This design comes from an exercise in tuning for small area and a short achievable clock period on the open sky130 flow, not from production work. Function not checked in this run: the RTL went through the layout flow alone. Power figures rest on the tool's default switching activity, not on a simulated workload.

`flow/standard.sh`:
```
#!/bin/bash
# synth_recipe.tcl (not shown) runs the flow's synth.tcl, then flattens the netlist and writes it again
# the make line also repeats each setting of config.mk as NAME=value (left out here)
make -C /OpenROAD-flow-scripts/flow DESIGN_CONFIG=/design/flow/config.mk WORK_HOME=/design/flow/orfs CLKGATE_MAP_FILE= SYNTH_SCRIPT=/design/flow/synth_recipe.tcl "${@:-finish}"
```
`flow/config.mk`:
```
export PLATFORM = sky130hd
export DESIGN_NAME = mxu_pe
export DESIGN_NICKNAME = mxu_pe
export VERILOG_FILES = /design/flow/design.v
export SDC_FILE = /design/flow/constraint.sdc
export NUM_CORES = 4
export LEC_CHECK = 0
export CAP_MARGIN = 20
export CORE_MARGIN = 2
export CORE_UTILIZATION = 60
export SETUP_SLACK_MARGIN = 3.6
export SLEW_MARGIN = 20
export SYNTH_HIERARCHICAL = 1
```
`flow/design.v`:
```
module mxu_pe_mac_lo (
    input wire [7:0] w,
    input wire p1_0, n1_0, n2_0,   
    input wire p1_1, n1_1, p2_1, n2_1,
    input wire [12:0] ps,
    output wire [12:0] lo,
    output wire t
);
  wire p2_0 = 1'b0;
  wire [8:0] pp0;
  wire negz0 = n1_0 | n2_0;
  mxu_pe_bsel0 u_pp0_0 (.p1(p1_0), .n1(n1_0), .n2(n2_0), .wa(w[0]), .y(pp0[0]));
  mxu_pe_bsel u_pp0_1 (.p1(p1_0), .n1(n1_0), .p2(p2_0), .n2(n2_0), .wa(w[1]), .wb(w[0]), .y(pp0[1]));
  mxu_pe_bsel u_pp0_2 (.p1(p1_0), .n1(n1_0), .p2(p2_0), .n2(n2_0), .wa(w[2]), .wb(w[1]), .y(pp0[2]));
  mxu_pe_bsel u_pp0_3 (.p1(p1_0), .n1(n1_0), .p2(p2_0), .n2(n2_0), .wa(w[3]), .wb(w[2]), .y(pp0[3]));
  mxu_pe_bsel u_pp0_4 (.p1(p1_0), .n1(n1_0), .p2(p2_0), .n2(n2_0), .wa(w[4]), .wb(w[3]), .y(pp0[4]));
  mxu_pe_bsel u_pp0_5 (.p1(p1_0), .n1(n1_0), .p2(p2_0), .n2(n2_0), .wa(w[5]), .wb(w[4]), .y(pp0[5]));
  mxu_pe_bsel u_pp0_6 (.p1(p1_0), .n1(n1_0), .p2(p2_0), .n2(n2_0), .wa(w[6]), .wb(w[5]), .y(pp0[6]));
  mxu_pe_bsel u_pp0_7 (.p1(p1_0), .n1(n1_0), .p2(p2_0), .n2(n2_0), .wa(w[7]), .wb(w[6]), .y(pp0[7]));
  mxu_pe_bsel u_pp0_8 (.p1(p1_0), .n1(n1_0), .p2(p2_0), .n2(n2_0), .wa(w[7]), .wb(w[7]), .y(pp0[8]));
  wire [8:0] pp1;
  wire negz1 = n1_1 | n2_1;
  mxu_pe_bsel0 u_pp1_0 (.p1(p1_1), .n1(n1_1), .n2(n2_1), .wa(w[0]), .y(pp1[0]));
  mxu_pe_bsel u_pp1_1 (.p1(p1_1), .n1(n1_1), .p2(p2_1), .n2(n2_1), .wa(w[1]), .wb(w[0]), .y(pp1[1]));
  mxu_pe_bsel u_pp1_2 (.p1(p1_1), .n1(n1_1), .p2(p2_1), .n2(n2_1), .wa(w[2]), .wb(w[1]), .y(pp1[2]));
  mxu_pe_bsel u_pp1_3 (.p1(p1_1), .n1(n1_1), .p2(p2_1), .n2(n2_1), .wa(w[3]), .wb(w[2]), .y(pp1[3]));
  mxu_pe_bsel u_pp1_4 (.p1(p1_1), .n1(n1_1), .p2(p2_1), .n2(n2_1), .wa(w[4]), .wb(w[3]), .y(pp1[4]));
  mxu_pe_bsel u_pp1_5 (.p1(p1_1), .n1(n1_1), .p2(p2_1), .n2(n2_1), .wa(w[5]), .wb(w[4]), .y(pp1[5]));
  mxu_pe_bsel u_pp1_6 (.p1(p1_1), .n1(n1_1), .p2(p2_1), .n2(n2_1), .wa(w[6]), .wb(w[5]), .y(pp1[6]));
  mxu_pe_bsel u_pp1_7 (.p1(p1_1), .n1(n1_1), .p2(p2_1), .n2(n2_1), .wa(w[7]), .wb(w[6]), .y(pp1[7]));
  mxu_pe_bsel u_pp1_8 (.p1(p1_1), .n1(n1_1), .p2(p2_1), .n2(n2_1), .wa(w[7]), .wb(w[7]), .y(pp1[8]));
  wire ly3, ls1, lc2;
  mxu_pe_hx u_ly3 (.a(ps[2]), .b(negz1), .x(ly3));
  mxu_pe_hx u_ls1 (.a(ly3), .b(pp0[2]), .x(ls1));
  mxu_pe_maj u_lc2 (.a(ps[2]), .b(negz1), .c(pp0[2]), .y(lc2));
  wire ly6, ls4, lc5;
  mxu_pe_hx u_ly6 (.a(ps[3]), .b(pp0[3]), .x(ly6));
  mxu_pe_hx u_ls4 (.a(ly6), .b(pp1[1]), .x(ls4));
  mxu_pe_maj u_lc5 (.a(ps[3]), .b(pp0[3]), .c(pp1[1]), .y(lc5));
  wire ly9, ls7, lc8;
  mxu_pe_hx u_ly9 (.a(ps[4]), .b(pp0[4]), .x(ly9));
  mxu_pe_hx u_ls7 (.a(ly9), .b(pp1[2]), .x(ls7));
  mxu_pe_maj u_lc8 (.a(ps[4]), .b(pp0[4]), .c(pp1[2]), .y(lc8));
  wire ly12, ls10, lc11;
  mxu_pe_hx u_ly12 (.a(ps[5]), .b(pp0[5]), .x(ly12));
  mxu_pe_hx u_ls10 (.a(ly12), .b(pp1[3]), .x(ls10));
  mxu_pe_maj u_lc11 (.a(ps[5]), .b(pp0[5]), .c(pp1[3]), .y(lc11));
  wire ly15, ls13, lc14;
  mxu_pe_hx u_ly15 (.a(ps[6]), .b(pp0[6]), .x(ly15));
  mxu_pe_hx u_ls13 (.a(ly15), .b(pp1[4]), .x(ls13));
  mxu_pe_maj u_lc14 (.a(ps[6]), .b(pp0[6]), .c(pp1[4]), .y(lc14));
  wire ly18, ls16, lc17;
  mxu_pe_hx u_ly18 (.a(ps[7]), .b(pp0[7]), .x(ly18));
  mxu_pe_hx u_ls16 (.a(ly18), .b(pp1[5]), .x(ls16));
  mxu_pe_maj u_lc17 (.a(ps[7]), .b(pp0[7]), .c(pp1[5]), .y(lc17));
  wire ly21, ls19, lc20;
  mxu_pe_hx u_ly21 (.a(~ps[8]), .b(~pp0[8]), .x(ly21));
  mxu_pe_hx u_ls19 (.a(ly21), .b(pp1[6]), .x(ls19));
  mxu_pe_maj u_lc20 (.a(~ps[8]), .b(~pp0[8]), .c(pp1[6]), .y(lc20));
  wire ly24, ls22, lc23;
  mxu_pe_hx u_ly24 (.a(~ps[9]), .b(pp1[7]), .x(ly24));
  mxu_pe_hx u_ls22 (.a(ly24), .b(ps[8]), .x(ls22));
  mxu_pe_maj u_lc23 (.a(~ps[9]), .b(pp1[7]), .c(ps[8]), .y(lc23));
  wire ly27, ls25, lc26;
  mxu_pe_hx u_ly27 (.a(ps[10]), .b(~pp1[8]), .x(ly27));
  mxu_pe_hx u_ls25 (.a(ly27), .b(ps[9]), .x(ls25));
  mxu_pe_maj u_lc26 (.a(ps[10]), .b(~pp1[8]), .c(ps[9]), .y(lc26));
  wire [12:0] ra = {ps[12], ~ps[11], ls25, ls22, ls19, ls16, ls13, ls10, ls7, ls4, ls1, ps[1], ps[0]};
  wire [12:0] rb = {ps[11], lc26, lc23, lc20, lc17, lc14, lc11, lc8, lc5, lc2, pp1[0], pp0[1], pp0[0]};
  mxu_pe_add13 add (.a(ra), .b(rb), .cin(negz0), .sum(lo), .cout(t));
endmodule
module mxu_pe_mac_hi (
    input wire [7:0] w,
    input wire p1_2, n1_2, p2_2, n2_2,
    input wire p1_3, n1_3, p2_3, n2_3,
    input wire [23:0] x,
    input wire t,
    output wire [23:0] result
);
  wire [8:0] pp2;
  wire negz2 = n1_2 | n2_2;
  mxu_pe_bsel0 u_pp2_0 (.p1(p1_2), .n1(n1_2), .n2(n2_2), .wa(w[0]), .y(pp2[0]));
  mxu_pe_bsel u_pp2_1 (.p1(p1_2), .n1(n1_2), .p2(p2_2), .n2(n2_2), .wa(w[1]), .wb(w[0]), .y(pp2[1]));
  mxu_pe_bsel u_pp2_2 (.p1(p1_2), .n1(n1_2), .p2(p2_2), .n2(n2_2), .wa(w[2]), .wb(w[1]), .y(pp2[2]));
  mxu_pe_bsel u_pp2_3 (.p1(p1_2), .n1(n1_2), .p2(p2_2), .n2(n2_2), .wa(w[3]), .wb(w[2]), .y(pp2[3]));
  mxu_pe_bsel u_pp2_4 (.p1(p1_2), .n1(n1_2), .p2(p2_2), .n2(n2_2), .wa(w[4]), .wb(w[3]), .y(pp2[4]));
  mxu_pe_bsel u_pp2_5 (.p1(p1_2), .n1(n1_2), .p2(p2_2), .n2(n2_2), .wa(w[5]), .wb(w[4]), .y(pp2[5]));
  mxu_pe_bsel u_pp2_6 (.p1(p1_2), .n1(n1_2), .p2(p2_2), .n2(n2_2), .wa(w[6]), .wb(w[5]), .y(pp2[6]));
  mxu_pe_bsel u_pp2_7 (.p1(p1_2), .n1(n1_2), .p2(p2_2), .n2(n2_2), .wa(w[7]), .wb(w[6]), .y(pp2[7]));
  mxu_pe_bsel u_pp2_8 (.p1(p1_2), .n1(n1_2), .p2(p2_2), .n2(n2_2), .wa(w[7]), .wb(w[7]), .y(pp2[8]));
  wire [8:0] pp3;
  wire negz3 = n1_3 | n2_3;
  mxu_pe_bsel0 u_pp3_0 (.p1(p1_3), .n1(n1_3), .n2(n2_3), .wa(w[0]), .y(pp3[0]));
  mxu_pe_bsel u_pp3_1 (.p1(p1_3), .n1(n1_3), .p2(p2_3), .n2(n2_3), .wa(w[1]), .wb(w[0]), .y(pp3[1]));
  mxu_pe_bsel u_pp3_2 (.p1(p1_3), .n1(n1_3), .p2(p2_3), .n2(n2_3), .wa(w[2]), .wb(w[1]), .y(pp3[2]));
  mxu_pe_bsel u_pp3_3 (.p1(p1_3), .n1(n1_3), .p2(p2_3), .n2(n2_3), .wa(w[3]), .wb(w[2]), .y(pp3[3]));
  mxu_pe_bsel u_pp3_4 (.p1(p1_3), .n1(n1_3), .p2(p2_3), .n2(n2_3), .wa(w[4]), .wb(w[3]), .y(pp3[4]));
  mxu_pe_bsel u_pp3_5 (.p1(p1_3), .n1(n1_3), .p2(p2_3), .n2(n2_3), .wa(w[5]), .wb(w[4]), .y(pp3[5]));
  mxu_pe_bsel u_pp3_6 (.p1(p1_3), .n1(n1_3), .p2(p2_3), .n2(n2_3), .wa(w[6]), .wb(w[5]), .y(pp3[6]));
  mxu_pe_bsel u_pp3_7 (.p1(p1_3), .n1(n1_3), .p2(p2_3), .n2(n2_3), .wa(w[7]), .wb(w[6]), .y(pp3[7]));
  mxu_pe_bsel u_pp3_8 (.p1(p1_3), .n1(n1_3), .p2(p2_3), .n2(n2_3), .wa(w[7]), .wb(w[7]), .y(pp3[8]));
  wire hy3, hs1, hc2;
  mxu_pe_hx u_hy3 (.a(x[6]), .b(negz3), .x(hy3));
  mxu_pe_hx u_hs1 (.a(hy3), .b(pp2[2]), .x(hs1));
  mxu_pe_maj u_hc2 (.a(x[6]), .b(negz3), .c(pp2[2]), .y(hc2));
  wire hy6, hs4, hc5;
  mxu_pe_hx u_hy6 (.a(x[7]), .b(pp2[3]), .x(hy6));
  mxu_pe_hx u_hs4 (.a(hy6), .b(pp3[1]), .x(hs4));
  mxu_pe_maj u_hc5 (.a(x[7]), .b(pp2[3]), .c(pp3[1]), .y(hc5));
  wire hy9, hs7, hc8;
  mxu_pe_hx u_hy9 (.a(x[8]), .b(pp2[4]), .x(hy9));
  mxu_pe_hx u_hs7 (.a(hy9), .b(pp3[2]), .x(hs7));
  mxu_pe_maj u_hc8 (.a(x[8]), .b(pp2[4]), .c(pp3[2]), .y(hc8));
  wire hy12, hs10, hc11;
  mxu_pe_hx u_hy12 (.a(x[9]), .b(pp2[5]), .x(hy12));
  mxu_pe_hx u_hs10 (.a(hy12), .b(pp3[3]), .x(hs10));
  mxu_pe_maj u_hc11 (.a(x[9]), .b(pp2[5]), .c(pp3[3]), .y(hc11));
  wire hy15, hs13, hc14;
  mxu_pe_hx u_hy15 (.a(x[10]), .b(pp2[6]), .x(hy15));
  mxu_pe_hx u_hs13 (.a(hy15), .b(pp3[4]), .x(hs13));
  mxu_pe_maj u_hc14 (.a(x[10]), .b(pp2[6]), .c(pp3[4]), .y(hc14));
  wire hy18, hs16, hc17;
  mxu_pe_hx u_hy18 (.a(x[11]), .b(pp2[7]), .x(hy18));
  mxu_pe_hx u_hs16 (.a(hy18), .b(pp3[5]), .x(hs16));
  mxu_pe_maj u_hc17 (.a(x[11]), .b(pp2[7]), .c(pp3[5]), .y(hc17));
  wire hy21, hs19, hc20;
  mxu_pe_hx u_hy21 (.a(x[12]), .b(~pp2[8]), .x(hy21));
  mxu_pe_hx u_hs19 (.a(hy21), .b(pp3[6]), .x(hs19));
  mxu_pe_maj u_hc20 (.a(x[12]), .b(~pp2[8]), .c(pp3[6]), .y(hc20));
  wire hy24, hs22, hc23;
  mxu_pe_hx u_hy24 (.a(~x[13]), .b(t), .x(hy24));
  mxu_pe_hx u_hs22 (.a(hy24), .b(pp3[7]), .x(hs22));
  mxu_pe_maj u_hc23 (.a(~x[13]), .b(t), .c(pp3[7]), .y(hc23));
  wire hy27, hs25, hc26;
  mxu_pe_hx u_hy27 (.a(x[14]), .b(~pp3[8]), .x(hy27));
  mxu_pe_hx u_hs25 (.a(hy27), .b(x[13]), .x(hs25));
  mxu_pe_maj u_hc26 (.a(x[14]), .b(~pp3[8]), .c(x[13]), .y(hc26));
  wire [19:0] ra = {~x[23], ~x[22], ~x[21], ~x[20], ~x[19], ~x[18], ~x[17], ~x[16], ~x[15], hs25, hs22, hs19, hs16, hs13, hs10, hs7, hs4, hs1, x[5], x[4]};
  wire [19:0] rb = {x[22], x[21], x[20], x[19], x[18], x[17], x[16], x[15], hc26, hc23, hc20, hc17, hc14, hc11, hc8, hc5, hc2, pp3[0], pp2[1], pp2[0]};
  wire [19:0] sum;
  wire c_unused;
  mxu_pe_add20 add (.a(ra), .b(rb), .cin(negz2), .sum(sum), .cout(c_unused));
  assign result = {sum, x[3:0]};
endmodule
module mxu_pe_add13 (
    input wire [12:0] a,
    input wire [12:0] b,
    input wire cin,
    output wire [12:0] sum,
    output wire cout
);
  wire [12:0] x;
  wire gn0_1, pn0_1;
  mxu_pe_pg0 u_pg0 (.a(a[0]), .b(b[0]), .gn(gn0_1), .pn(pn0_1));
  mxu_pe_hx u_x0 (.a(a[0]), .b(b[0]), .x(x[0]));
  wire gn0_2, pn0_2;
  mxu_pe_pg0 u_pg1 (.a(a[1]), .b(b[1]), .gn(gn0_2), .pn(pn0_2));
  mxu_pe_hx u_x1 (.a(a[1]), .b(b[1]), .x(x[1]));
  wire gn0_3, pn0_3;
  mxu_pe_pg0 u_pg2 (.a(a[2]), .b(b[2]), .gn(gn0_3), .pn(pn0_3));
  mxu_pe_hx u_x2 (.a(a[2]), .b(b[2]), .x(x[2]));
  wire gn0_4, pn0_4;
  mxu_pe_pg0 u_pg3 (.a(a[3]), .b(b[3]), .gn(gn0_4), .pn(pn0_4));
  mxu_pe_hx u_x3 (.a(a[3]), .b(b[3]), .x(x[3]));
  wire gn0_5, pn0_5;
  mxu_pe_pg0 u_pg4 (.a(a[4]), .b(b[4]), .gn(gn0_5), .pn(pn0_5));
  mxu_pe_hx u_x4 (.a(a[4]), .b(b[4]), .x(x[4]));
  wire gn0_6, pn0_6;
  mxu_pe_pg0 u_pg5 (.a(a[5]), .b(b[5]), .gn(gn0_6), .pn(pn0_6));
  mxu_pe_hx u_x5 (.a(a[5]), .b(b[5]), .x(x[5]));
  wire gn0_7, pn0_7;
  mxu_pe_pg0 u_pg6 (.a(a[6]), .b(b[6]), .gn(gn0_7), .pn(pn0_7));
  mxu_pe_hx u_x6 (.a(a[6]), .b(b[6]), .x(x[6]));
  wire gn0_8, pn0_8;
  mxu_pe_pg0 u_pg7 (.a(a[7]), .b(b[7]), .gn(gn0_8), .pn(pn0_8));
  mxu_pe_hx u_x7 (.a(a[7]), .b(b[7]), .x(x[7]));
  wire gn0_9, pn0_9;
  mxu_pe_pg0 u_pg8 (.a(a[8]), .b(b[8]), .gn(gn0_9), .pn(pn0_9));
  mxu_pe_hx u_x8 (.a(a[8]), .b(b[8]), .x(x[8]));
  wire gn0_10, pn0_10;
  mxu_pe_pg0 u_pg9 (.a(a[9]), .b(b[9]), .gn(gn0_10), .pn(pn0_10));
  mxu_pe_hx u_x9 (.a(a[9]), .b(b[9]), .x(x[9]));
  wire gn0_11, pn0_11;
  mxu_pe_pg0 u_pg10 (.a(a[10]), .b(b[10]), .gn(gn0_11), .pn(pn0_11));
  mxu_pe_hx u_x10 (.a(a[10]), .b(b[10]), .x(x[10]));
  wire gn0_12, pn0_12;
  mxu_pe_pg0 u_pg11 (.a(a[11]), .b(b[11]), .gn(gn0_12), .pn(pn0_12));
  mxu_pe_hx u_x11 (.a(a[11]), .b(b[11]), .x(x[11]));
  wire gn0_13, pn0_13;
  mxu_pe_pg0 u_pg12 (.a(a[12]), .b(b[12]), .gn(gn0_13), .pn(pn0_13));
  mxu_pe_hx u_x12 (.a(a[12]), .b(b[12]), .x(x[12]));
  wire cinn = ~cin;
  wire g1_0 = ~cinn;
  wire g1_1;
  mxu_pe_gi u_n1_1 (.gnh(gn0_1), .pnh(pn0_1), .gnl(cinn), .g(g1_1));
  wire g1_2 = ~gn0_2;
  wire p1_2 = ~pn0_2;
  wire g1_3, p1_3;
  mxu_pe_gpi u_n1_3 (.gnh(gn0_3), .pnh(pn0_3), .gnl(gn0_2), .pnl(pn0_2), .g(g1_3), .p(p1_3));
  wire g1_4 = ~gn0_4;
  wire p1_4 = ~pn0_4;
  wire g1_5, p1_5;
  mxu_pe_gpi u_n1_5 (.gnh(gn0_5), .pnh(pn0_5), .gnl(gn0_4), .pnl(pn0_4), .g(g1_5), .p(p1_5));
  wire g1_6 = ~gn0_6;
  wire p1_6 = ~pn0_6;
  wire g1_7, p1_7;
  mxu_pe_gpi u_n1_7 (.gnh(gn0_7), .pnh(pn0_7), .gnl(gn0_6), .pnl(pn0_6), .g(g1_7), .p(p1_7));
  wire g1_8 = ~gn0_8;
  wire p1_8 = ~pn0_8;
  wire g1_9, p1_9;
  mxu_pe_gpi u_n1_9 (.gnh(gn0_9), .pnh(pn0_9), .gnl(gn0_8), .pnl(pn0_8), .g(g1_9), .p(p1_9));
  wire g1_10 = ~gn0_10;
  wire p1_10 = ~pn0_10;
  wire g1_11, p1_11;
  mxu_pe_gpi u_n1_11 (.gnh(gn0_11), .pnh(pn0_11), .gnl(gn0_10), .pnl(pn0_10), .g(g1_11), .p(p1_11));
  wire g1_12 = ~gn0_12;
  wire p1_12 = ~pn0_12;
  wire g1_13, p1_13;
  mxu_pe_gpi u_n1_13 (.gnh(gn0_13), .pnh(pn0_13), .gnl(gn0_12), .pnl(pn0_12), .g(g1_13), .p(p1_13));
  wire g2_0 = ~g1_0;
  wire g2_1 = ~g1_1;
  wire g2_2;
  mxu_pe_gt u_n2_2 (.gh(g1_2), .ph(p1_2), .gl(g1_1), .gn(g2_2));
  wire g2_3;
  mxu_pe_gt u_n2_3 (.gh(g1_3), .ph(p1_3), .gl(g1_1), .gn(g2_3));
  wire g2_4 = ~g1_4;
  wire p2_4 = ~p1_4;
  wire g2_5 = ~g1_5;
  wire p2_5 = ~p1_5;
  wire g2_6, p2_6;
  mxu_pe_gpt u_n2_6 (.gh(g1_6), .ph(p1_6), .gl(g1_5), .pl(p1_5), .gn(g2_6), .pn(p2_6));
  wire g2_7, p2_7;
  mxu_pe_gpt u_n2_7 (.gh(g1_7), .ph(p1_7), .gl(g1_5), .pl(p1_5), .gn(g2_7), .pn(p2_7));
  wire g2_8 = ~g1_8;
  wire p2_8 = ~p1_8;
  wire g2_9 = ~g1_9;
  wire p2_9 = ~p1_9;
  wire g2_10, p2_10;
  mxu_pe_gpt u_n2_10 (.gh(g1_10), .ph(p1_10), .gl(g1_9), .pl(p1_9), .gn(g2_10), .pn(p2_10));
  wire g2_11, p2_11;
  mxu_pe_gpt u_n2_11 (.gh(g1_11), .ph(p1_11), .gl(g1_9), .pl(p1_9), .gn(g2_11), .pn(p2_11));
  wire g2_12 = ~g1_12;
  wire p2_12 = ~p1_12;
  wire g2_13 = ~g1_13;
  wire p2_13 = ~p1_13;
  wire g3_0 = ~g2_0;
  wire g3_1 = ~g2_1;
  wire g3_2 = ~g2_2;
  wire g3_3 = ~g2_3;
  wire g3_4;
  mxu_pe_gi u_n3_4 (.gnh(g2_4), .pnh(p2_4), .gnl(g2_3), .g(g3_4));
  wire g3_5;
  mxu_pe_gi u_n3_5 (.gnh(g2_5), .pnh(p2_5), .gnl(g2_3), .g(g3_5));
  wire g3_6;
  mxu_pe_gi u_n3_6 (.gnh(g2_6), .pnh(p2_6), .gnl(g2_3), .g(g3_6));
  wire g3_7;
  mxu_pe_gi u_n3_7 (.gnh(g2_7), .pnh(p2_7), .gnl(g2_3), .g(g3_7));
  wire g3_8 = ~g2_8;
  wire p3_8 = ~p2_8;
  wire g3_9 = ~g2_9;
  wire p3_9 = ~p2_9;
  wire g3_10 = ~g2_10;
  wire p3_10 = ~p2_10;
  wire g3_11 = ~g2_11;
  wire p3_11 = ~p2_11;
  wire g3_12, p3_12;
  mxu_pe_gpi u_n3_12 (.gnh(g2_12), .pnh(p2_12), .gnl(g2_11), .pnl(p2_11), .g(g3_12), .p(p3_12));
  wire g3_13, p3_13;
  mxu_pe_gpi u_n3_13 (.gnh(g2_13), .pnh(p2_13), .gnl(g2_11), .pnl(p2_11), .g(g3_13), .p(p3_13));
  wire g4_0 = ~g3_0;
  wire g4_1 = ~g3_1;
  wire g4_2 = ~g3_2;
  wire g4_3 = ~g3_3;
  wire g4_4 = ~g3_4;
  wire g4_5 = ~g3_5;
  wire g4_6 = ~g3_6;
  wire g4_7 = ~g3_7;
  wire g4_8;
  mxu_pe_gt u_n4_8 (.gh(g3_8), .ph(p3_8), .gl(g3_7), .gn(g4_8));
  wire g4_9;
  mxu_pe_gt u_n4_9 (.gh(g3_9), .ph(p3_9), .gl(g3_7), .gn(g4_9));
  wire g4_10;
  mxu_pe_gt u_n4_10 (.gh(g3_10), .ph(p3_10), .gl(g3_7), .gn(g4_10));
  wire g4_11;
  mxu_pe_gt u_n4_11 (.gh(g3_11), .ph(p3_11), .gl(g3_7), .gn(g4_11));
  wire g4_12;
  mxu_pe_gt u_n4_12 (.gh(g3_12), .ph(p3_12), .gl(g3_7), .gn(g4_12));
  wire g4_13;
  mxu_pe_gt u_n4_13 (.gh(g3_13), .ph(p3_13), .gl(g3_7), .gn(g4_13));
  assign sum[0] = ~(x[0] ^ g4_0);
  assign sum[1] = ~(x[1] ^ g4_1);
  assign sum[2] = ~(x[2] ^ g4_2);
  assign sum[3] = ~(x[3] ^ g4_3);
  assign sum[4] = ~(x[4] ^ g4_4);
  assign sum[5] = ~(x[5] ^ g4_5);
  assign sum[6] = ~(x[6] ^ g4_6);
  assign sum[7] = ~(x[7] ^ g4_7);
  assign sum[8] = ~(x[8] ^ g4_8);
  assign sum[9] = ~(x[9] ^ g4_9);
  assign sum[10] = ~(x[10] ^ g4_10);
  assign sum[11] = ~(x[11] ^ g4_11);
  assign sum[12] = ~(x[12] ^ g4_12);
  assign cout = ~g4_13;
endmodule
module mxu_pe_add20 (
    input wire [19:0] a,
    input wire [19:0] b,
    input wire cin,
    output wire [19:0] sum,
    output wire cout
);
  wire [19:0] x;
  wire gn0_1, pn0_1;
  mxu_pe_pg0 u_pg0 (.a(a[0]), .b(b[0]), .gn(gn0_1), .pn(pn0_1));
  mxu_pe_hx u_x0 (.a(a[0]), .b(b[0]), .x(x[0]));
  wire gn0_2, pn0_2;
  mxu_pe_pg0 u_pg1 (.a(a[1]), .b(b[1]), .gn(gn0_2), .pn(pn0_2));
  mxu_pe_hx u_x1 (.a(a[1]), .b(b[1]), .x(x[1]));
  wire gn0_3, pn0_3;
  mxu_pe_pg0 u_pg2 (.a(a[2]), .b(b[2]), .gn(gn0_3), .pn(pn0_3));
  mxu_pe_hx u_x2 (.a(a[2]), .b(b[2]), .x(x[2]));
  wire gn0_4, pn0_4;
  mxu_pe_pg0 u_pg3 (.a(a[3]), .b(b[3]), .gn(gn0_4), .pn(pn0_4));
  mxu_pe_hx u_x3 (.a(a[3]), .b(b[3]), .x(x[3]));
  wire gn0_5, pn0_5;
  mxu_pe_pg0 u_pg4 (.a(a[4]), .b(b[4]), .gn(gn0_5), .pn(pn0_5));
  mxu_pe_hx u_x4 (.a(a[4]), .b(b[4]), .x(x[4]));
  wire gn0_6, pn0_6;
  mxu_pe_pg0 u_pg5 (.a(a[5]), .b(b[5]), .gn(gn0_6), .pn(pn0_6));
  mxu_pe_hx u_x5 (.a(a[5]), .b(b[5]), .x(x[5]));
  wire gn0_7, pn0_7;
  mxu_pe_pg0 u_pg6 (.a(a[6]), .b(b[6]), .gn(gn0_7), .pn(pn0_7));
  mxu_pe_hx u_x6 (.a(a[6]), .b(b[6]), .x(x[6]));
  wire gn0_8, pn0_8;
  mxu_pe_pg0 u_pg7 (.a(a[7]), .b(b[7]), .gn(gn0_8), .pn(pn0_8));
  mxu_pe_hx u_x7 (.a(a[7]), .b(b[7]), .x(x[7]));
  wire gn0_9, pn0_9;
  mxu_pe_pg0 u_pg8 (.a(a[8]), .b(b[8]), .gn(gn0_9), .pn(pn0_9));
  mxu_pe_hx u_x8 (.a(a[8]), .b(b[8]), .x(x[8]));
  wire gn0_10, pn0_10;
  mxu_pe_pg0 u_pg9 (.a(a[9]), .b(b[9]), .gn(gn0_10), .pn(pn0_10));
  mxu_pe_hx u_x9 (.a(a[9]), .b(b[9]), .x(x[9]));
  wire gn0_11, pn0_11;
  mxu_pe_pg0 u_pg10 (.a(a[10]), .b(b[10]), .gn(gn0_11), .pn(pn0_11));
  mxu_pe_hx u_x10 (.a(a[10]), .b(b[10]), .x(x[10]));
  wire gn0_12, pn0_12;
  mxu_pe_pg0 u_pg11 (.a(a[11]), .b(b[11]), .gn(gn0_12), .pn(pn0_12));
  mxu_pe_hx u_x11 (.a(a[11]), .b(b[11]), .x(x[11]));
  wire gn0_13, pn0_13;
  mxu_pe_pg0 u_pg12 (.a(a[12]), .b(b[12]), .gn(gn0_13), .pn(pn0_13));
  mxu_pe_hx u_x12 (.a(a[12]), .b(b[12]), .x(x[12]));
  wire gn0_14, pn0_14;
  mxu_pe_pg0 u_pg13 (.a(a[13]), .b(b[13]), .gn(gn0_14), .pn(pn0_14));
  mxu_pe_hx u_x13 (.a(a[13]), .b(b[13]), .x(x[13]));
  wire gn0_15, pn0_15;
  mxu_pe_pg0 u_pg14 (.a(a[14]), .b(b[14]), .gn(gn0_15), .pn(pn0_15));
  mxu_pe_hx u_x14 (.a(a[14]), .b(b[14]), .x(x[14]));
  wire gn0_16, pn0_16;
  mxu_pe_pg0 u_pg15 (.a(a[15]), .b(b[15]), .gn(gn0_16), .pn(pn0_16));
  mxu_pe_hx u_x15 (.a(a[15]), .b(b[15]), .x(x[15]));
  wire gn0_17, pn0_17;
  mxu_pe_pg0 u_pg16 (.a(a[16]), .b(b[16]), .gn(gn0_17), .pn(pn0_17));
  mxu_pe_hx u_x16 (.a(a[16]), .b(b[16]), .x(x[16]));
  wire gn0_18, pn0_18;
  mxu_pe_pg0 u_pg17 (.a(a[17]), .b(b[17]), .gn(gn0_18), .pn(pn0_18));
  mxu_pe_hx u_x17 (.a(a[17]), .b(b[17]), .x(x[17]));
  wire gn0_19, pn0_19;
  mxu_pe_pg0 u_pg18 (.a(a[18]), .b(b[18]), .gn(gn0_19), .pn(pn0_19));
  mxu_pe_hx u_x18 (.a(a[18]), .b(b[18]), .x(x[18]));
  wire gn0_20, pn0_20;
  mxu_pe_pg0 u_pg19 (.a(a[19]), .b(b[19]), .gn(gn0_20), .pn(pn0_20));
  mxu_pe_hx u_x19 (.a(a[19]), .b(b[19]), .x(x[19]));
  wire cinn = ~cin;
  wire g1_0 = ~cinn;
  wire g1_1;
  mxu_pe_gi u_n1_1 (.gnh(gn0_1), .pnh(pn0_1), .gnl(cinn), .g(g1_1));
  wire g1_2 = ~gn0_2;
  wire p1_2 = ~pn0_2;
  wire g1_3, p1_3;
  mxu_pe_gpi u_n1_3 (.gnh(gn0_3), .pnh(pn0_3), .gnl(gn0_2), .pnl(pn0_2), .g(g1_3), .p(p1_3));
  wire g1_4 = ~gn0_4;
  wire p1_4 = ~pn0_4;
  wire g1_5, p1_5;
  mxu_pe_gpi u_n1_5 (.gnh(gn0_5), .pnh(pn0_5), .gnl(gn0_4), .pnl(pn0_4), .g(g1_5), .p(p1_5));
  wire g1_6 = ~gn0_6;
  wire p1_6 = ~pn0_6;
  wire g1_7, p1_7;
  mxu_pe_gpi u_n1_7 (.gnh(gn0_7), .pnh(pn0_7), .gnl(gn0_6), .pnl(pn0_6), .g(g1_7), .p(p1_7));
  wire g1_8 = ~gn0_8;
  wire p1_8 = ~pn0_8;
  wire g1_9, p1_9;
  mxu_pe_gpi u_n1_9 (.gnh(gn0_9), .pnh(pn0_9), .gnl(gn0_8), .pnl(pn0_8), .g(g1_9), .p(p1_9));
  wire g1_10 = ~gn0_10;
  wire p1_10 = ~pn0_10;
  wire g1_11, p1_11;
  mxu_pe_gpi u_n1_11 (.gnh(gn0_11), .pnh(pn0_11), .gnl(gn0_10), .pnl(pn0_10), .g(g1_11), .p(p1_11));
  wire g1_12 = ~gn0_12;
  wire p1_12 = ~pn0_12;
  wire g1_13, p1_13;
  mxu_pe_gpi u_n1_13 (.gnh(gn0_13), .pnh(pn0_13), .gnl(gn0_12), .pnl(pn0_12), .g(g1_13), .p(p1_13));
  wire g1_14 = ~gn0_14;
  wire p1_14 = ~pn0_14;
  wire g1_15, p1_15;
  mxu_pe_gpi u_n1_15 (.gnh(gn0_15), .pnh(pn0_15), .gnl(gn0_14), .pnl(pn0_14), .g(g1_15), .p(p1_15));
  wire g1_16 = ~gn0_16;
  wire p1_16 = ~pn0_16;
  wire g1_17, p1_17;
  mxu_pe_gpi u_n1_17 (.gnh(gn0_17), .pnh(pn0_17), .gnl(gn0_16), .pnl(pn0_16), .g(g1_17), .p(p1_17));
  wire g1_18 = ~gn0_18;
  wire p1_18 = ~pn0_18;
  wire g1_19, p1_19;
  mxu_pe_gpi u_n1_19 (.gnh(gn0_19), .pnh(pn0_19), .gnl(gn0_18), .pnl(pn0_18), .g(g1_19), .p(p1_19));
  wire g1_20 = ~gn0_20;
  wire p1_20 = ~pn0_20;
  wire g2_0 = ~g1_0;
  wire g2_1 = ~g1_1;
  wire g2_2;
  mxu_pe_gt u_n2_2 (.gh(g1_2), .ph(p1_2), .gl(g1_1), .gn(g2_2));
  wire g2_3;
  mxu_pe_gt u_n2_3 (.gh(g1_3), .ph(p1_3), .gl(g1_1), .gn(g2_3));
  wire g2_4 = ~g1_4;
  wire p2_4 = ~p1_4;
  wire g2_5 = ~g1_5;
  wire p2_5 = ~p1_5;
  wire g2_6, p2_6;
  mxu_pe_gpt u_n2_6 (.gh(g1_6), .ph(p1_6), .gl(g1_5), .pl(p1_5), .gn(g2_6), .pn(p2_6));
  wire g2_7, p2_7;
  mxu_pe_gpt u_n2_7 (.gh(g1_7), .ph(p1_7), .gl(g1_5), .pl(p1_5), .gn(g2_7), .pn(p2_7));
  wire g2_8 = ~g1_8;
  wire p2_8 = ~p1_8;
  wire g2_9 = ~g1_9;
  wire p2_9 = ~p1_9;
  wire g2_10, p2_10;
  mxu_pe_gpt u_n2_10 (.gh(g1_10), .ph(p1_10), .gl(g1_9), .pl(p1_9), .gn(g2_10), .pn(p2_10));
  wire g2_11, p2_11;
  mxu_pe_gpt u_n2_11 (.gh(g1_11), .ph(p1_11), .gl(g1_9), .pl(p1_9), .gn(g2_11), .pn(p2_11));
  wire g2_12 = ~g1_12;
  wire p2_12 = ~p1_12;
  wire g2_13 = ~g1_13;
  wire p2_13 = ~p1_13;
  wire g2_14, p2_14;
  mxu_pe_gpt u_n2_14 (.gh(g1_14), .ph(p1_14), .gl(g1_13), .pl(p1_13), .gn(g2_14), .pn(p2_14));
  wire g2_15, p2_15;
  mxu_pe_gpt u_n2_15 (.gh(g1_15), .ph(p1_15), .gl(g1_13), .pl(p1_13), .gn(g2_15), .pn(p2_15));
  wire g2_16 = ~g1_16;
  wire p2_16 = ~p1_16;
  wire g2_17 = ~g1_17;
  wire p2_17 = ~p1_17;
  wire g2_18, p2_18;
  mxu_pe_gpt u_n2_18 (.gh(g1_18), .ph(p1_18), .gl(g1_17), .pl(p1_17), .gn(g2_18), .pn(p2_18));
  wire g2_19, p2_19;
  mxu_pe_gpt u_n2_19 (.gh(g1_19), .ph(p1_19), .gl(g1_17), .pl(p1_17), .gn(g2_19), .pn(p2_19));
  wire g2_20 = ~g1_20;
  wire p2_20 = ~p1_20;
  wire g3_0 = ~g2_0;
  wire g3_1 = ~g2_1;
  wire g3_2 = ~g2_2;
  wire g3_3 = ~g2_3;
  wire g3_4;
  mxu_pe_gi u_n3_4 (.gnh(g2_4), .pnh(p2_4), .gnl(g2_3), .g(g3_4));
  wire g3_5;
  mxu_pe_gi u_n3_5 (.gnh(g2_5), .pnh(p2_5), .gnl(g2_3), .g(g3_5));
  wire g3_6;
  mxu_pe_gi u_n3_6 (.gnh(g2_6), .pnh(p2_6), .gnl(g2_3), .g(g3_6));
  wire g3_7;
  mxu_pe_gi u_n3_7 (.gnh(g2_7), .pnh(p2_7), .gnl(g2_3), .g(g3_7));
  wire g3_8 = ~g2_8;
  wire p3_8 = ~p2_8;
  wire g3_9 = ~g2_9;
  wire p3_9 = ~p2_9;
  wire g3_10 = ~g2_10;
  wire p3_10 = ~p2_10;
  wire g3_11 = ~g2_11;
  wire p3_11 = ~p2_11;
  wire g3_12, p3_12;
  mxu_pe_gpi u_n3_12 (.gnh(g2_12), .pnh(p2_12), .gnl(g2_11), .pnl(p2_11), .g(g3_12), .p(p3_12));
  wire g3_13, p3_13;
  mxu_pe_gpi u_n3_13 (.gnh(g2_13), .pnh(p2_13), .gnl(g2_11), .pnl(p2_11), .g(g3_13), .p(p3_13));
  wire g3_14, p3_14;
  mxu_pe_gpi u_n3_14 (.gnh(g2_14), .pnh(p2_14), .gnl(g2_11), .pnl(p2_11), .g(g3_14), .p(p3_14));
  wire g3_15, p3_15;
  mxu_pe_gpi u_n3_15 (.gnh(g2_15), .pnh(p2_15), .gnl(g2_11), .pnl(p2_11), .g(g3_15), .p(p3_15));
  wire g3_16 = ~g2_16;
  wire p3_16 = ~p2_16;
  wire g3_17 = ~g2_17;
  wire p3_17 = ~p2_17;
  wire g3_18 = ~g2_18;
  wire p3_18 = ~p2_18;
  wire g3_19 = ~g2_19;
  wire p3_19 = ~p2_19;
  wire g3_20, p3_20;
  mxu_pe_gpi u_n3_20 (.gnh(g2_20), .pnh(p2_20), .gnl(g2_19), .pnl(p2_19), .g(g3_20), .p(p3_20));
  wire g4_0 = ~g3_0;
  wire g4_1 = ~g3_1;
  wire g4_2 = ~g3_2;
  wire g4_3 = ~g3_3;
  wire g4_4 = ~g3_4;
  wire g4_5 = ~g3_5;
  wire g4_6 = ~g3_6;
  wire g4_7 = ~g3_7;
  wire g4_8;
  mxu_pe_gt u_n4_8 (.gh(g3_8), .ph(p3_8), .gl(g3_7), .gn(g4_8));
  wire g4_9;
  mxu_pe_gt u_n4_9 (.gh(g3_9), .ph(p3_9), .gl(g3_7), .gn(g4_9));
  wire g4_10;
  mxu_pe_gt u_n4_10 (.gh(g3_10), .ph(p3_10), .gl(g3_7), .gn(g4_10));
  wire g4_11;
  mxu_pe_gt u_n4_11 (.gh(g3_11), .ph(p3_11), .gl(g3_7), .gn(g4_11));
  wire g4_12;
  mxu_pe_gt u_n4_12 (.gh(g3_12), .ph(p3_12), .gl(g3_7), .gn(g4_12));
  wire g4_13;
  mxu_pe_gt u_n4_13 (.gh(g3_13), .ph(p3_13), .gl(g3_7), .gn(g4_13));
  wire g4_14;
  mxu_pe_gt u_n4_14 (.gh(g3_14), .ph(p3_14), .gl(g3_7), .gn(g4_14));
  wire g4_15;
  mxu_pe_gt u_n4_15 (.gh(g3_15), .ph(p3_15), .gl(g3_7), .gn(g4_15));
  wire g4_16 = ~g3_16;
  wire p4_16 = ~p3_16;
  wire g4_17 = ~g3_17;
  wire p4_17 = ~p3_17;
  wire g4_18 = ~g3_18;
  wire p4_18 = ~p3_18;
  wire g4_19 = ~g3_19;
  wire p4_19 = ~p3_19;
  wire g4_20 = ~g3_20;
  wire p4_20 = ~p3_20;
  wire g5_0 = ~g4_0;
  wire g5_1 = ~g4_1;
  wire g5_2 = ~g4_2;
  wire g5_3 = ~g4_3;
  wire g5_4 = ~g4_4;
  wire g5_5 = ~g4_5;
  wire g5_6 = ~g4_6;
  wire g5_7 = ~g4_7;
  wire g5_8 = ~g4_8;
  wire g5_9 = ~g4_9;
  wire g5_10 = ~g4_10;
  wire g5_11 = ~g4_11;
  wire g5_12 = ~g4_12;
  wire g5_13 = ~g4_13;
  wire g5_14 = ~g4_14;
  wire g5_15 = ~g4_15;
  wire g5_16;
  mxu_pe_gi u_n5_16 (.gnh(g4_16), .pnh(p4_16), .gnl(g4_15), .g(g5_16));
  wire g5_17;
  mxu_pe_gi u_n5_17 (.gnh(g4_17), .pnh(p4_17), .gnl(g4_15), .g(g5_17));
  wire g5_18;
  mxu_pe_gi u_n5_18 (.gnh(g4_18), .pnh(p4_18), .gnl(g4_15), .g(g5_18));
  wire g5_19;
  mxu_pe_gi u_n5_19 (.gnh(g4_19), .pnh(p4_19), .gnl(g4_15), .g(g5_19));
  wire g5_20;
  mxu_pe_gi u_n5_20 (.gnh(g4_20), .pnh(p4_20), .gnl(g4_15), .g(g5_20));
  assign sum[0] = x[0] ^ g5_0;
  assign sum[1] = x[1] ^ g5_1;
  assign sum[2] = x[2] ^ g5_2;
  assign sum[3] = x[3] ^ g5_3;
  assign sum[4] = x[4] ^ g5_4;
  assign sum[5] = x[5] ^ g5_5;
  assign sum[6] = x[6] ^ g5_6;
  assign sum[7] = x[7] ^ g5_7;
  assign sum[8] = x[8] ^ g5_8;
  assign sum[9] = x[9] ^ g5_9;
  assign sum[10] = x[10] ^ g5_10;
  assign sum[11] = x[11] ^ g5_11;
  assign sum[12] = x[12] ^ g5_12;
  assign sum[13] = x[13] ^ g5_13;
  assign sum[14] = x[14] ^ g5_14;
  assign sum[15] = x[15] ^ g5_15;
  assign sum[16] = x[16] ^ g5_16;
  assign sum[17] = x[17] ^ g5_17;
  assign sum[18] = x[18] ^ g5_18;
  assign sum[19] = x[19] ^ g5_19;
  assign cout = g5_20;
endmodule
module mxu_pe_bsel (input wire p1, input wire n1, input wire p2, input wire n2,
                    input wire wa, input wire wb, output wire y);
  wire a = ~((p1 & wa) | (n1 & ~wa));
  wire b = ~((p2 & wb) | (n2 & ~wb));
  assign y = ~(a & b);
endmodule
module mxu_pe_bsel0 (input wire p1, input wire n1, input wire n2, input wire wa,
                     output wire y);
  assign y = (p1 & wa) | (n1 & ~wa) | n2;
endmodule
module mxu_pe_hipre (input wire [8:0] xh, input wire c, output wire [8:0] sel0,
                     output wire [8:0] sel1);
  wire [8:0] xh_m1 = xh - 9'd1;
  wire [8:0] xh_p1 = xh + 9'd1;
  assign sel0 = c ? xh : xh_m1;
  assign sel1 = c ? xh_p1 : xh;
endmodule
module mxu_pe_mux9 (input wire [8:0] sel0, input wire [8:0] sel1, input wire s,
                    output wire [8:0] y);
  assign y = s ? sel1 : sel0;
endmodule
module mxu_pe_pg0 (input wire a, input wire b, output wire gn, output wire pn);
  assign gn = ~(a & b);
  assign pn = ~(a | b);
endmodule
module mxu_pe_maj (input wire a, input wire b, input wire c, output wire y);
  assign y = (a & b) | (a & c) | (b & c);
endmodule
module mxu_pe_hx (input wire a, input wire b, output wire x);
  assign x = a ^ b;
endmodule
module mxu_pe_gpt (input wire gh, input wire ph, input wire gl, input wire pl,
                   output wire gn, output wire pn);
  assign gn = ~(gh | (ph & gl));
  assign pn = ~(ph & pl);
endmodule
module mxu_pe_gpi (input wire gnh, input wire pnh, input wire gnl, input wire pnl,
                   output wire g, output wire p);
  assign g = ~(gnh & (pnh | gnl));
  assign p = ~(pnh | pnl);
endmodule
module mxu_pe_gt (input wire gh, input wire ph, input wire gl, output wire gn);
  assign gn = ~(gh | (ph & gl));
endmodule
module mxu_pe_gi (input wire gnh, input wire pnh, input wire gnl, output wire g);
  assign g = ~(gnh & (pnh | gnl));
endmodule
module mxu_pe #(
    parameter Y_INDEX = 0   
) (
    input wire clk,
    input wire rst_n,
    input wire load_phase,
    input wire [7:0] load_weight_target_y,
    input wire [7:0] load_weight,
    input wire [7:0] activation,
    input wire [23:0] partial_sum,
    output reg [23:0] result,
    output reg phase_out,
    output reg [7:0] load_weight_target_y_out,
    output reg [7:0] weight_out,
    output reg [7:0] activation_out_bw
);
  reg ld1, ld2;
  reg [7:0] ty1, ty2;
  reg [7:0] lw1, lw2;
  reg [7:0] act1, act2, act3, act4;
  reg p1_0, n1_0, n2_0, p1_1, n1_1, p2_1, n2_1;   
  reg p1_2, n1_2, p2_2, n2_2, p1_3, n1_3, p2_3, n2_3;   
  function [3:0] booth_enc;   
    input [2:0] b;
    reg one, two;
    begin
      one = b[1] ^ b[0];
      two = (b[2] ^ b[1]) & ~(b[1] ^ b[0]);
      booth_enc = {one & ~b[2], one & b[2], two & ~b[2], two & b[2]};
    end
  endfunction
  wire [3:0] enc0 = booth_enc({activation[1:0], 1'b0});
  wire [3:0] enc1 = booth_enc(activation[3:1]);
  wire [3:0] enc2 = booth_enc(act1[5:3]);
  wire [3:0] enc3 = booth_enc(act1[7:5]);
  reg [23:0] ps1;
  reg [23:0] mac2;
  reg mac2_t;
  reg [7:0] w_cur, w_old, w_nx1, w_nx2;
  wire hit2 = ld2 && (ty2 == Y_INDEX);
  wire [12:0] lo1;
  wire t1;
  wire [23:0] x2 = {mac2[23:13], ~mac2[12], mac2[11:0]};
  wire [23:0] sum2;
  mxu_pe_mac_lo mac_lo (
      .w(w_cur),
      .p1_0(p1_0),
      .n1_0(n1_0),
      .n2_0(n2_0),
      .p1_1(p1_1),
      .n1_1(n1_1),
      .p2_1(p2_1),
      .n2_1(n2_1),
      .ps(ps1[12:0]),
      .lo(lo1),
      .t(t1)
  );
  mxu_pe_mac_hi mac_hi (
      .w(w_old),
      .p1_2(p1_2),
      .n1_2(n1_2),
      .p2_2(p2_2),
      .n2_2(n2_2),
      .p1_3(p1_3),
      .n1_3(n1_3),
      .p2_3(p2_3),
      .n2_3(n2_3),
      .x(x2),
      .t(mac2_t),
      .result(sum2)
  );
  always @(posedge clk or negedge rst_n) begin
    if (!rst_n) begin
      ld1 <= 1'b0;
      ty1 <= 8'b0;
      lw1 <= 8'b0;
      ld2 <= 1'b0;
      ty2 <= 8'b0;
      lw2 <= 8'b0;
      phase_out <= 1'b0;
      load_weight_target_y_out <= 8'b0;
      weight_out <= 8'b0;
      act1 <= 8'b0;
      act2 <= 8'b0;
      act3 <= 8'b0;
      act4 <= 8'b0;
      activation_out_bw <= 8'b0;
      {p1_0, n1_0, n2_0} <= 3'b0;
      {p1_1, n1_1, p2_1, n2_1} <= 4'b0;
      {p1_2, n1_2, p2_2, n2_2} <= 4'b0;
      {p1_3, n1_3, p2_3, n2_3} <= 4'b0;
      ps1 <= 24'b0;
      mac2 <= 24'b0;
      mac2_t <= 1'b0;
      result <= 24'b0;
      w_cur <= 8'b0;
      w_old <= 8'b0;
      w_nx1 <= 8'b0;
      w_nx2 <= 8'b0;
    end else begin
      ld1 <= load_phase;
      ty1 <= load_weight_target_y;
      lw1 <= load_weight;
      ld2 <= ld1;
      ty2 <= ty1;
      lw2 <= lw1;
      phase_out <= ld2;
      load_weight_target_y_out <= ty2;
      weight_out <= lw2;
      act1 <= activation;
      act2 <= act1;
      act3 <= act2;
      act4 <= act3;
      activation_out_bw <= act4;
      {p1_0, n1_0, n2_0} <= {enc0[3:2], enc0[0]};
      {p1_1, n1_1, p2_1, n2_1} <= enc1;
      {p1_2, n1_2, p2_2, n2_2} <= enc2;
      {p1_3, n1_3, p2_3, n2_3} <= enc3;
      ps1 <= partial_sum;
      mac2 <= {ps1[23:13], ~lo1[12], lo1[11:0]};
      mac2_t <= t1;
      result <= sum2;
      w_nx2 <= hit2 ? lw2 : w_old;
      w_nx1 <= w_nx2;
      w_cur <= w_nx1;
      w_old <= w_cur;
    end
  end
endmodule
```
`flow/flow/run.sh`:
```
#!/bin/bash
# Standard ORFS layout with smaller port buffers and a clock tree without dummy loads.
set -euo pipefail
export BUFFER_PORTS_ARGS="-buffer_cell sky130_fd_sc_hd__buf_1"
export CTS_ARGS="-sink_clustering_enable -sink_clustering_size 30 -sink_clustering_max_diameter 80 -repair_clock_nets -dont_use_dummy_load -buf_list {sky130_fd_sc_hd__clkbuf_16}"
bash standard.sh > standard_flow.log 2>&1
```
`flow/constraint.sdc`:
```
create_clock -name core_clock -period 6.2 [get_ports {clk}]
set_input_delay 1.2400 -clock core_clock [delete_from_list [all_inputs] [get_ports {clk}]]
set_output_delay 1.2400 -clock core_clock [all_outputs]
set_load 0.01 [all_outputs]
```
==> run summary <==
-- placed cells by master (no fill, tap or decap) --
cell type                   count
sky130_fd_sc_hd__dfrtp_1      193
sky130_fd_sc_hd__buf_1         98
sky130_fd_sc_hd__xor2_1        84
sky130_fd_sc_hd__nand2_1       77
sky130_fd_sc_hd__mux2i_1       63
sky130_fd_sc_hd__inv_1         59
sky130_fd_sc_hd__nor2_1        47
sky130_fd_sc_hd__a21oi_2       28
sky130_fd_sc_hd__o21ai_2       23
sky130_fd_sc_hd__buf_4         20
sky130_fd_sc_hd__maj3_2        18
sky130_fd_sc_hd__dfrtp_2       18
sky130_fd_sc_hd__xnor2_1       17
sky130_fd_sc_hd__clkbuf_16     11
sky130_fd_sc_hd__nor2b_1        9
sky130_fd_sc_hd__o21ai_1        9
sky130_fd_sc_hd__mux2_2         8
sky130_fd_sc_hd__conb_1         8
sky130_fd_sc_hd__nor2_2         5
sky130_fd_sc_hd__and2_1         4
sky130_fd_sc_hd__or2_1          4
sky130_fd_sc_hd__xor2_2         4
sky130_fd_sc_hd__a211o_1        4
sky130_fd_sc_hd__nor3b_1        3
sky130_fd_sc_hd__nor2_4         3
sky130_fd_sc_hd__o21ai_4        3
sky130_fd_sc_hd__a21oi_4        2
sky130_fd_sc_hd__buf_12         2
sky130_fd_sc_hd__nor4_2         1
sky130_fd_sc_hd__nor3_1         1
sky130_fd_sc_hd__nand4b_2       1
sky130_fd_sc_hd__and3b_1        1
sky130_fd_sc_hd__inv_2          1
sky130_fd_sc_hd__nand2_2        1
sky130_fd_sc_hd__mux2i_2        1
sky130_fd_sc_hd__clkbuf_4       1
sky130_fd_sc_hd__buf_6          1
-- through the flow --
step / total power [W] / hold WS [ps] / utilization, % / instance area (um2) / worst slack, ps
6_report: 0.00347 / 337 / 70.6 / 9840 / 3690
5_1_grt: 0.00370 / 349 / 70.6 / 9840 / 3570
3_5_place_dp: 0.00263 / 335 / 66.3 / 9230 / 3260
3_3_place_gp: 0.00258 / 332 / 66.3 / 9230 / 3330
4_1_cts: 0.00339 / 349 / 68.8 / 9580 / 3620
2_1_floorplan: 0.00240 / 331 / - / 8640 / 3770
-- what timing repair did --
action / 4_1_cts / 5_1_grt
pin swaps: 2 / 12
setup buffers: 3 / 19
resized for setup: 14 / 32
setup endpoints to repair: 18 / 20
-- power breakdown --
part           switching (W)  total (W)  internal, W
combinational       0.000652    0.00113     0.000478
clock               0.000387   0.000707     0.000320
sequential         0.0000918    0.00164      0.00154
-- metal layers --
layer / wire length (um) / share of wire [%] / global-route usage [%] / vias to the layer above
li1: - / - / - / 2487
met1: 6130 / 40 / 25.3 / 2550
met2: 8200 / 54 / 38.8 / 78
met3: 510 / 3.4 / 3.43 / 22
met4: 372 / 2.4 / 5.61 / 0
met5: 0 / 0 / 0 / -
-- final cells by class --
class	count	area, um2	area share, %
Inverter	60	225	2.29
Sequential cell	211	5300	53.9
Timing Repair Buffer	122	577	5.86
Multi-Input combinational cell	429	3230	32.9
Tap cell	180	225	2.29
Clock buffer	11	275	2.80
-- worst min path at each step --
| stage | slack [ps] | end | depth (start not counted) |
|---|---|---|---|
| floorplan | 330 | act2[0]$_DFF_PN0_ | 0 |
| global placement | 330 | mac2[15]$_DFF_PN0_ | 0 |
| detailed placement | 330 | act4[4]$_DFF_PN0_ | 0 |
| CTS | 350 | ld2$_DFF_PN0_ | 0 |
| global route | 350 | w_cur[0]$_DFF_PN0_ | 0 |
| finish | 340 | ld2$_DFF_PN0_ | 0 |
==> run_summary.xml <==
<?xml version="1.0" encoding="UTF-8"?>
<metrics>
  <group name="worst_setup_path">
    <metric name="arrival" unit="ps">2830</metric>
    <metric name="path_buf_inv" unit="">1</metric>
    <metric name="crit_end" unit="">result[22]$_DFF_PN0_</metric>
    <metric name="r2r_cells" unit="">11</metric>
    <metric name="timing.critical_path.max_delay_family" unit="">compound AO/OA/AOI/OAI gates</metric>
    <metric name="critical_path_peak_fanout" unit="">7</metric>
    <metric name="crit_path_end_kind" unit="">register</metric>
    <metric name="category_of_the_critical_setup_timing_path" unit="">register to register</metric>
    <metric name="worst-r2r-setup-slack" unit="ps">3690</metric>
    <metric name="worstPathCellList" unit="">buf_4 &gt; mux2i_1 &gt; nand2_1 &gt; maj3_2 &gt; nor2_2 &gt; nor2_2 &gt; a21oi_4 &gt; o21ai_2 &gt; a21oi_4 &gt; o21ai_1 &gt; xor2_1</metric>
    <metric name="timing.critical_path.depth" unit="">11</metric>
    <metric name="timing.critical_path.slowest_cell_delay" unit="ps">500</metric>
    <metric name="cpMaxStageDelayCell" unit="">sky130_fd_sc_hd__dfrtp_2</metric>
    <metric name="setup.worst_path.start" unit="">w_old[7]$_DFF_PN0_</metric>
    <metric name="reg2reg_from" unit="">w_old[7]$_DFF_PN0_</metric>
    <metric name="cp-start-kind" unit="">register</metric>
    <metric name="terminus_of_the_critical_flop_to_flop_path" unit="">result[22]$_DFF_PN0_</metric>
    <metric name="cp_data_required_time" unit="ps">6520</metric>
  </group>
  <group name="clock_tree">
    <metric name="clk_root_buffer_cell" unit="">sky130_fd_sc_hd__clkbuf_16</metric>
    <metric name="cts.path.max_buffers" unit="">3</metric>
    <metric name="cts_hold_buffers_added" unit="">0</metric>
    <metric name="cts.sink_count" unit="">211</metric>
    <metric name="clk_transition_reported_paths" unit="ps">110</metric>
    <metric name="number_of_clock_buffers_inserted_by_tritoncts" unit="">11</metric>
    <metric name="tritoncts" unit="">done</metric>
    <metric name="worst_skew_pair.late_latency" unit="ps">460</metric>
    <metric name="htree_num_levels" unit="">1</metric>
  </group>
  <group name="floorplan">
    <metric name="dieHeight" unit="um">124</metric>
    <metric name="floorplan.die_area" unit="um2">15300</metric>
    <metric name="die-width" unit="um">124</metric>
    <metric name="start_util" unit="%">61.8</metric>
    <metric name="placeableCoreArea" unit="um2">13900</metric>
    <metric name="io_pins" unit="">100</metric>
    <metric name="placement_rows" unit="">43</metric>
  </group>
  <group name="sta">
    <metric name="final-hold-violation-count" unit="">0</metric>
    <metric name="timing_worst_slew_pin_value" unit="ps">802</metric>
    <metric name="timing.final.max_slew_violations" unit="">0</metric>
    <metric name="maxSlewHeadroom" unit="%">46.5</metric>
    <metric name="fin_skew" unit="ps">31.8</metric>
    <metric name="rsz_0062_raised_after_global_routing" unit="">true</metric>
    <metric name="clock.fmax" unit="GHz">0.398</metric>
    <metric name="layout_worst_path_cycle_share" unit="%">40.6</metric>
    <metric name="post-route-min-period" unit="ps">2510</metric>
    <metric name="setup-tns-final" unit="ps">0</metric>
    <metric name="setup_viol" unit="">0</metric>
  </group>
  <group name="route">
    <metric name="detail_route.wirelength" unit="mm">15.2</metric>
    <metric name="post_drt_wl_per_cell" unit="um">15.0</metric>
    <metric name="vias_per_cell" unit="">5.07</metric>
    <metric name="via_count" unit="">5137</metric>
    <metric name="detailedRoute.firstIterationViolations" unit="">178</metric>
    <metric name="remaining_drc_errors" unit="">0</metric>
    <metric name="final_antenna_net_count" unit="">0</metric>
    <metric name="detail_route.first_pass.iterations" unit="">4</metric>
  </group>
  <group name="power_and_ir_drop">
    <metric name="power.density_cell_area" unit="nW/um2">353</metric>
    <metric name="irDropWorstVdd" unit="mV">0.412</metric>
    <metric name="power.static_leakage" unit="nW">4.51</metric>
  </group>
  <group name="grt">
    <metric name="via_count_of_the_first_global_routing_pass" unit="">5241</metric>
    <metric name="largest_net_degree_at_the_start_of_global_routing" unit="">153</metric>
    <metric name="global_route.overflow_total" unit="">0</metric>
    <metric name="grt_usage" unit="%">20.9</metric>
    <metric name="wire_length_of_the_first_global_routing_pass" unit="mm">24.9</metric>
    <metric name="grt_antenna_before_repair" unit="">0</metric>
  </group>
  <group name="logic_synthesis">
    <metric name="postSynthCellCount" unit="">697</metric>
    <metric name="yosysWarningCount" unit="">7</metric>
    <metric name="avgSynthCellArea" unit="um2">12.4</metric>
    <metric name="post_synth_instance_area" unit="um2">8610</metric>
  </group>
  <group name="cells_and_area">
    <metric name="finish.net_count" unit="">886</metric>
    <metric name="final_layout_size_suffix_gt1_share" unit="%">18.2</metric>
    <metric name="antennaDiodeCount" unit="">0</metric>
    <metric name="n_fill_cell" unit="">973</metric>
    <metric name="flow.area_growth_from_synthesis" unit="%">14.2</metric>
    <metric name="layout.cells.non_filler" unit="">1013</metric>
    <metric name="reg_top3" unit="">mac2: 24 flops, ps1: 24 flops, result: 24 flops</metric>
  </group>
  <group name="placed_design">
    <metric name="dpl.cell_count" unit="">980</metric>
    <metric name="place.detailed.hpwl" unit="mm">11.1</metric>
    <metric name="io_buffer_count" unit="">99</metric>
    <metric name="gpl.final_weighted_congestion" unit="">0.862</metric>
  </group>
  <group name="job">
    <metric name="maxCapViolations" unit="">0</metric>
  </group>
  <group name="worst_hold_path">
    <metric name="holdCritPathClass" unit="">register to register</metric>
    <metric name="worst_hold_startpoint" unit="">ld1$_DFF_PN0_</metric>
  </group>
  <group name="status">
    <metric name="run_status" unit="">timing/DRC/antenna clean</metric>
  </group>
</metrics>

## afterwards: timing with drivers on the ports
No port has a modelled driver above. Below, the same layout with a new extraction and two added sets of constraints.
Step 1 sets driving cells, clkbuf_16 on the clock port and buf_2 on the other inputs (assumed; they add their load-dependent delay and slew).
Step 2 also shifts input and output timing later by t, the mid clock arrival at the registers, as if the neighbouring blocks saw the same clock.
a / b / c = ideal ports / drivers / drivers and shift; a / b = the first two.
shift t [ns]: 0.491
setup slack, ns: 3.686 / 3.686 / 3.588
worst setup path at the end: input, reset recovery
worst register clock-pin slew, ns: 0.11 / 0.11
worst data-port slew with drivers (ns): 0.04
After both steps this run still meets setup and hold. For this run, drivers alone change the setup slack by 0.000 ns; drivers and shift together by -0.098 ns. The worst setup slack also covers recovery checks on asynchronous resets.
